Context: an optimization exercise on an open-source flow, tuned for small area, a short achievable clock period and few clock cycles. The choices shown serve that exercise and are no tape-out recipe.
Only simulation tests tie the RTL to the original design; equivalence was not proved.
No activity file was given, so power comes from the tool's default toggle rates.

### flow/run.sh
#!/bin/bash
# synth_recipe.tcl (not shown) runs the flow's synth.tcl, then flattens the netlist and writes it again
# the make line also repeats each setting of config.mk as NAME=value (left out here)
make -C /OpenROAD-flow-scripts/flow DESIGN_CONFIG=/design/flow/config.mk WORK_HOME=/design/flow/orfs CLKGATE_MAP_FILE= SYNTH_SCRIPT=/design/flow/synth_recipe.tcl finish
### flow/config.mk
export PLATFORM = sky130hd
export DESIGN_NAME = SingleCycleProcessor
export DESIGN_NICKNAME = SingleCycleProcessor
export VERILOG_FILES = /design/flow/design.v
export SDC_FILE = /design/flow/constraint.sdc
export NUM_CORES = 4
export LEC_CHECK = 0
export CAP_MARGIN = 20
export CORE_MARGIN = 2
export CORE_UTILIZATION = 40
export SLEW_MARGIN = 20
### flow/constraint.sdc
create_clock -name core_clock -period 10.0 [get_ports {clk}]
set_input_delay 2.0000 -clock core_clock [delete_from_list [all_inputs] [get_ports {clk}]]
set_output_delay 2.0000 -clock core_clock [all_outputs]
set_load 0.01 [all_outputs]
### flow/design.v
`timescale 1ns / 1ps
module SingleCycleProcessor(
    input         clk,
    input         rst,
    output [31:0] imem_addr,
    input  [31:0] imem_rdata,
    output [31:0] dmem_addr,
    output [31:0] dmem_wdata,
    output        dmem_we,
    input  [31:0] dmem_rdata
    );
    localparam [6:0] OP_LW  = 7'b0000011;
    localparam [6:0] OP_SW  = 7'b0100011;
    localparam [6:0] OP_R   = 7'b0110011;
    localparam [6:0] OP_I   = 7'b0010011;
    localparam [6:0] OP_BEQ = 7'b1100011;
    localparam [6:0] OP_JAL = 7'b1101111;
    localparam ALU_ADD = 0, ALU_SUB = 1, ALU_SHL = 2, ALU_OR = 3, ALU_AND = 4;
    reg  [31:0] pc;
    reg         id_ir0;        
    reg  [31:1] id_irh;
    wire [31:0] id_ir = {id_irh, id_ir0};
    reg  [31:0] id_pc;
    reg  [31:0] ex_a, ex_b, ex_c;
    reg         ex_fa, ex_fb, ex_fc;
    reg  [4:0]  ex_alu;
    reg         ex_wr, ex_ld, ex_st, ex_br;
    reg  [4:0]  ex_rd;
    reg  [31:0] mem_res, mem_wd;
    reg         mem_we, mem_wr, mem_ld;
    reg  [4:0]  mem_rd;
    reg  [31:0] rf [1:31];
    assign imem_addr = pc;
    assign dmem_addr  = mem_res;
    assign dmem_wdata = mem_wd;
    assign dmem_we    = mem_we;
    wire [31:0] wb_data = mem_ld ? dmem_rdata : mem_res;
    always @(posedge clk) begin
        if (mem_wr)
            rf[mem_rd] <= wb_data;
    end
    wire [6:0] op  = id_ir[6:0];
    wire [4:0] rs1 = id_ir[19:15];
    wire [4:0] rs2 = id_ir[24:20];
    wire [4:0] rd  = id_ir[11:7];
    wire [2:0] f3  = id_ir[14:12];
    wire d_ld  = (op == OP_LW);
    wire d_st  = (op == OP_SW);
    wire d_r   = (op == OP_R);
    wire d_i   = (op == OP_I);
    wire d_br  = (op == OP_BEQ);
    wire d_jal = (op == OP_JAL);
    wire d_wr  = (d_ld | d_r | d_i | d_jal) & (rd != 5'd0);
    wire use1  = d_ld | d_st | d_r | d_i | d_br;
    wire use2  = d_st | d_r | d_br;
    wire [31:0] imm_i = {{20{id_ir[31]}}, id_ir[31:20]};
    wire [31:0] imm_s = {{20{id_ir[31]}}, id_ir[31:25], id_ir[11:7]};
    wire [31:0] imm_b = {{19{id_ir[31]}}, id_ir[7], id_ir[31], id_ir[30:25], id_ir[11:8], 1'b0};
    wire [31:0] imm_j = {{12{id_ir[31]}}, id_ir[19:12], id_ir[20], id_ir[30:21], 1'b0};
    wire [31:0] target = id_pc + (d_jal ? imm_j : imm_b);
    wire [31:0] link   = id_pc + 32'd4;
    wire [31:0] rv1 = (rs1 == 5'd0) ? 32'd0 :
                      (mem_wr && mem_rd == rs1) ? wb_data : rf[rs1];
    wire [31:0] rv2 = (rs2 == 5'd0) ? 32'd0 :
                      (mem_wr && mem_rd == rs2) ? wb_data : rf[rs2];
    wire hit1 = ex_wr && (ex_rd == rs1) && use1;
    wire hit2 = ex_wr && (ex_rd == rs2) && use2;
    wire stall = ex_ld && (hit1 || hit2);
    reg [4:0] d_alu;
    always @(*) begin
        d_alu = 5'b00001;
        if (d_r || d_i) begin
            case (f3)
                3'b000: d_alu = (d_r && id_ir[30]) ? 5'b00010 : 5'b00001;
                3'b010: d_alu = 5'b00100;
                3'b110: d_alu = 5'b01000;
                3'b111: d_alu = 5'b10000;
                default: d_alu = 5'b00001;
            endcase
        end
    end
    wire [31:0] a = ex_fa ? mem_res : ex_a;
    wire [31:0] b = ex_fb ? mem_res : ex_b;
    wire [31:0] c = ex_fc ? mem_res : ex_c;
    wire [31:0] sum  = a + (ex_alu[ALU_SUB] ? ~b : b) + {31'd0, ex_alu[ALU_SUB]};
    wire [31:0] shl  = (|b[31:5]) ? 32'd0 : (a << b[4:0]);
    wire [31:0] alu  = ex_alu[ALU_SHL] ? shl :
                       ex_alu[ALU_OR]  ? (a | b) :
                       ex_alu[ALU_AND] ? (a & b) : sum;
    wire taken = ex_br && (a == b);
    always @(posedge clk or posedge rst) begin
        if (rst) begin
            pc       <= 32'h1000;
            id_ir0 <= 1'b0;
            ex_wr    <= 1'b0;
            ex_ld    <= 1'b0;
            ex_st    <= 1'b0;
            ex_br    <= 1'b0;
            mem_we   <= 1'b0;
            mem_wr   <= 1'b0;
        end else begin
            mem_we <= ex_st;
            mem_wr <= ex_wr;
            if (taken || stall) begin
                ex_wr <= 1'b0;
                ex_ld <= 1'b0;
                ex_st <= 1'b0;
                ex_br <= 1'b0;
            end else begin
                ex_wr <= d_wr;
                ex_ld <= d_ld;
                ex_st <= d_st;
                ex_br <= d_br;
            end
            if (taken) begin
                pc       <= c;
                id_ir0 <= 1'b0;
            end else if (stall) begin
                pc       <= pc;
            end else if (d_jal) begin
                pc       <= target;
                id_ir0 <= 1'b0;
            end else begin
                pc       <= pc + 32'd4;
                id_ir0 <= imem_rdata[0];
            end
        end
    end
    always @(posedge clk) begin
        mem_res <= alu;
        mem_wd  <= c;
        mem_ld  <= ex_ld;
        mem_rd  <= ex_rd;
        if (!stall) begin
            id_irh <= imem_rdata[31:1];
            id_pc       <= pc;
        end
        ex_a   <= d_jal ? link : rv1;
        ex_b   <= (d_i || d_ld) ? imm_i : d_st ? imm_s : d_jal ? 32'd0 : rv2;
        ex_c   <= d_st ? rv2 : target;
        ex_fa  <= hit1;
        ex_fb  <= hit2 && !d_st;
        ex_fc  <= hit2 && d_st;
        ex_alu <= d_alu;
        ex_rd  <= rd;
    end
endmodule
==> impl_metrics.csv <==
group,metric,value,unit
pwr,power_leakage,24.9,nW
pwr,switching_power,5.08,mW
yosys,ys_warn_count,1,
floorplan,dieArea,166000,um^2
critical_path,crit_start,"id_irh[5]",
clocking,htree_levels,4,
critical_path,worstReg2RegStart,"id_irh[5]",
yosys,ys_seq_area_share,56.0,%
drt,drtPass1Iterations,6,
sta,rsz0062_at_grt,"no",
critical_path,endpoint,"pc[26]",
sta,skew,30.8,ps
critical_path,reg2reg_depth,14,
global_routing,grtUsageTotal,26.2,%
pwr,sequentialPowerShare,45.0,%
yosys,synthFlopType,"edfxtp_1",
pwr,powerDensity,219,nW/um^2
sta,period_share,48.8,%
critical_path,arrival,5520,ps
global_routing,grt_max_degree,130,
drt,drc_errors,0,
global_routing,grt_pass1_vias,41700,
worst_hold_path,min_from,"ex_st",
sta,worstMarginPinSlew,1180,ps
pwr,ir_worst_vdd,0.000173,V
drt,post_drt_wl_per_cell,32.1,um
yosys,synth_edf_count,1055,
final_layout,drive_gt1_share,22.2,%
yosys,synth_async_sr_flop_share,3.04,%
yosys,ys_types,94,
clocking,clk_latency,780,ps
worst_hold_path,hold_path.class,"register to register",
clocking,cts_setup_buffers,0,
yosys,netlist_instances,4428,
critical_path,path_max_fanout,47,
status,outcome,"finished clean",
clocking,cts_made_buffers,139,
final_layout,final_net_count,4713,
clocking,root_buffer,"clkbuf_16",
clocking,cts_hold_buf,0,
run,drv_cap,0,
clocking,clk_pin_slew,60,ps
pwr,p_int,11.1,mW
critical_path,critPathRequiredTime,10640,ps
critical_path,cp-start-kind,"register",
yosys,synth_nets,4626,
sta,setup_viol,0,
critical_path,worstPathCellList,"nor2b_1 > nand3_4 > buf_4 > nand2_1 > nand2_1 > ha_1 > and4_1 > nand2_1 > o31ai_1 > a32oi_1 > o21ai_0 > xor2_1 > a2111oi_0 > nor2_1",
yosys,syn-cell-area,65000,um^2
sta,timing.fmax,205,MHz
sta,hold_viol,0,
placed_design,dp_hpwl,141,mm
floorplan,die_h,407,um
floorplan,rows,147,
drt,antenna_left,0,
placed_design,routabilityCongestion,0.957,
sta,relSlewSlack,21.6,%
sta,period_needed,4880,ps
floorplan,start_util,40.4,%
pwr,switching_share,31.4,%
clocking,cts-resized-gates,0,
placed_design,port_buffers,162,
pwr,clockPowerShare,33.1,%
drt,drt_iter0_drc,5340,
critical_path,reg2reg_to,"pc[26]",
final_layout,area_delta_synth_final,13.7,%
critical_path,crit_top_cell,"nand2_1",
critical_path,critPathCaptureType,"register",
global_routing,grt_pass1_wl,309,mm
drt,wirelength,219,mm
critical_path,rrSetupSlack,5120,ps
clocking,clock_sinks,1282,
sta,maxSlewViolCount,0,
critical_path,path_class,"register to register",
global_routing,antenna_found_initial,11,
floorplan,io_pins,163,
global_routing,gr-total-overflow,0,
floorplan,coreArea,161000,um^2
critical_path,critPathBufInv,1,
critical_path,cp.depth,14,
yosys,syn_avg_cell_area,14.7,um^2
yosys,ys_ff_latch,1282,
floorplan,die_w,407,um
clocking,cts_tree,"done",
critical_path,slowest_stage,"o31ai_1",
sta,holdWs,358,ps
sta,tns,0,ps
clocking,clockBufferDepth,3,
drt,vias_per_cell,6.24,
worst_hold_path,min_path_cells,0,
pwr,p_comb_share,21.9,%
critical_path,critPathMaxStageDelay,540,ps
drt,num_vias,42500,
critical_path,cp_top_family,"compound AO/OA/AOI/OAI gates",
==> synth_stat cells, types with 27 or more instances <==
cell type,n,share of area (%)
nand3_1,53,0.41
nand2_1,323,1.9
clkbuf_1,180,1.0
o21ai_0,186,1.4
mux2i_1,203,3.1
dfxtp_1,188,5.8
mux2_2,73,1.3
xnor2_1,82,1.1
buf_2,77,0.59
a211oi_1,94,1.1
a21oi_1,269,2.1
nand4_1,27,0.26
xor2_1,46,0.62
edfxtp_1,1055,49
o22ai_1,54,0.52
inv_1,92,0.53
mux4_2,554,19
dfrtp_1,38,1.5
nor2_1,286,1.7
a21o_1,45,0.52
nor3_1,29,0.22
buf_1,43,0.25
ha_1,130,2.5
==> layout make-up <==
class | instances | area, um^2
multi-input combinational | 2738 | 27200
clock inverter | 83 | 980
clock buffer | 173 | 3750
tap | 2160 | 2700
sequential | 1282 | 36500
fill | 14000 | 87000
antenna | 11 | 27.5
timing repair buffer | 260 | 2440
inverter | 94 | 354
==> worst min-delay path by stage <==
| stage | to |
|---|---|
| after floorplan | mem_we |
| after global placement | mem_we |
| after detailed placement | mem_we |
| after CTS | mem_we |
| after global routing | mem_we |
| final | mem_we |
==> power groups by stage <==
stage / Combinational [mW] / Clock [mW] / Sequential [mW]
global placement: 3.48 / 0 / 7.36
floorplan: 1.98 / 0 / 7.07
finish: 3.54 / 5.36 / 7.29
CTS: 3.50 / 5.42 / 7.25
global route: 3.77 / 5.62 / 7.28
detailed placement: 3.49 / 0 / 7.36
==> kinds of logic after synthesis <==
group	share of synthesized area, %
multiplexers	23.6
AO/OA/AOI/OAI	7.72
adder cells (fa/ha/maj)	2.56
XOR/XNOR	1.73
AND/OR/NAND/NOR	5.70
buffers and inverters	2.60
flip-flops	56.0
==> placed cells by master, fill, tap and decap left out, types with 31 or more instances in the layout <==
| cell type | n |
|---|---|
| edfxtp_1 | 1055 |
| mux4_2 | 554 |
| nand2_1 | 323 |
| a21oi_1 | 269 |
| nor2_1 | 254 |
| mux2i_1 | 200 |
| o21ai_0 | 186 |
| dfxtp_1 | 172 |
| clkdlybuf4s50_1 | 162 |
| clkbuf_16 | 143 |
| ha_1 | 130 |
| a211oi_1 | 94 |
| buf_4 | 91 |
| inv_1 | 90 |
| xnor2_1 | 82 |
| mux2_2 | 73 |
| o22ai_1 | 54 |
| nand3_1 | 52 |
| xor2_1 | 46 |
| a21o_1 | 45 |
| dfrtp_1 | 38 |
| nor2_4 | 31 |
==> flip-flops by register name, indices dropped and copies added, names as in the netlist, 4 cells and up, named ones only <==
| signal | flops |
|---|---|
| id_pc | 32 |
| mem_wd | 32 |
| rf | 992 |
| pc | 32 |
| ex_c | 32 |
| ex_alu | 4 |
| ex_a | 32 |
| mem_res | 32 |
| mem_rd | 5 |
| id_irh | 31 |
| ex_b | 32 |
| ex_rd | 5 |
==> per-stage QoR <==
stage	utilization [%]	area [um^2]	setup slack, ps	std cells	power (mW)
after floorplan	-	65000	5790	4428	9.05
after global placement	42.9	69100	4810	6533	10.8
after detailed placement	43.0	69100	5320	6534	10.8
after CTS	45.9	73900	5290	6790	16.2
after global routing	45.9	73900	4750	6790	16.7
final	45.9	73900	5120	6801	16.2
==> worst reg2reg max path, delay by kind of cell, from the launching register on <==
family | cells | cell delay (ps)
simple gates | 7 | 1600
flops | 1 | 410
buf+inv | 1 | 480
fa+ha+maj | 1 | 370
xor+xnor | 1 | 200
compound gates | 4 | 1680
==> layer usage <==
layer	GRT usage (%)	routed length (um)
met2	42.1	104000
met3	3.88	18900
met1	36.2	86600
met5	0	21
met4	9.87	9050
Testbench counts, summed over its fixed seeds: cycles 65,421.

re-timing with driven ports:
No port has a modelled driver above. Below, the same layout with a new extraction and two added sets of constraints.
Step 1 assumes that a clkbuf_16 drives the clock port and a buf_2 every other input.
Step 2 also shifts input and output timing later by t, the mid clock arrival at the registers, as if the neighbouring blocks saw the same clock.
a / b / c = no drivers / after step 1 / after step 2; a / b = the first two.
t, ns: 0.853
setup slack, ns: 5.124 / 5.124 / 5.124
worst setup path after step 2: register to register
pins driven straight from the clock port: 1
After both steps setup and hold are still met in this run. For this run, drivers alone change the setup slack by 0.000 ns; drivers and shift together by 0.000 ns.
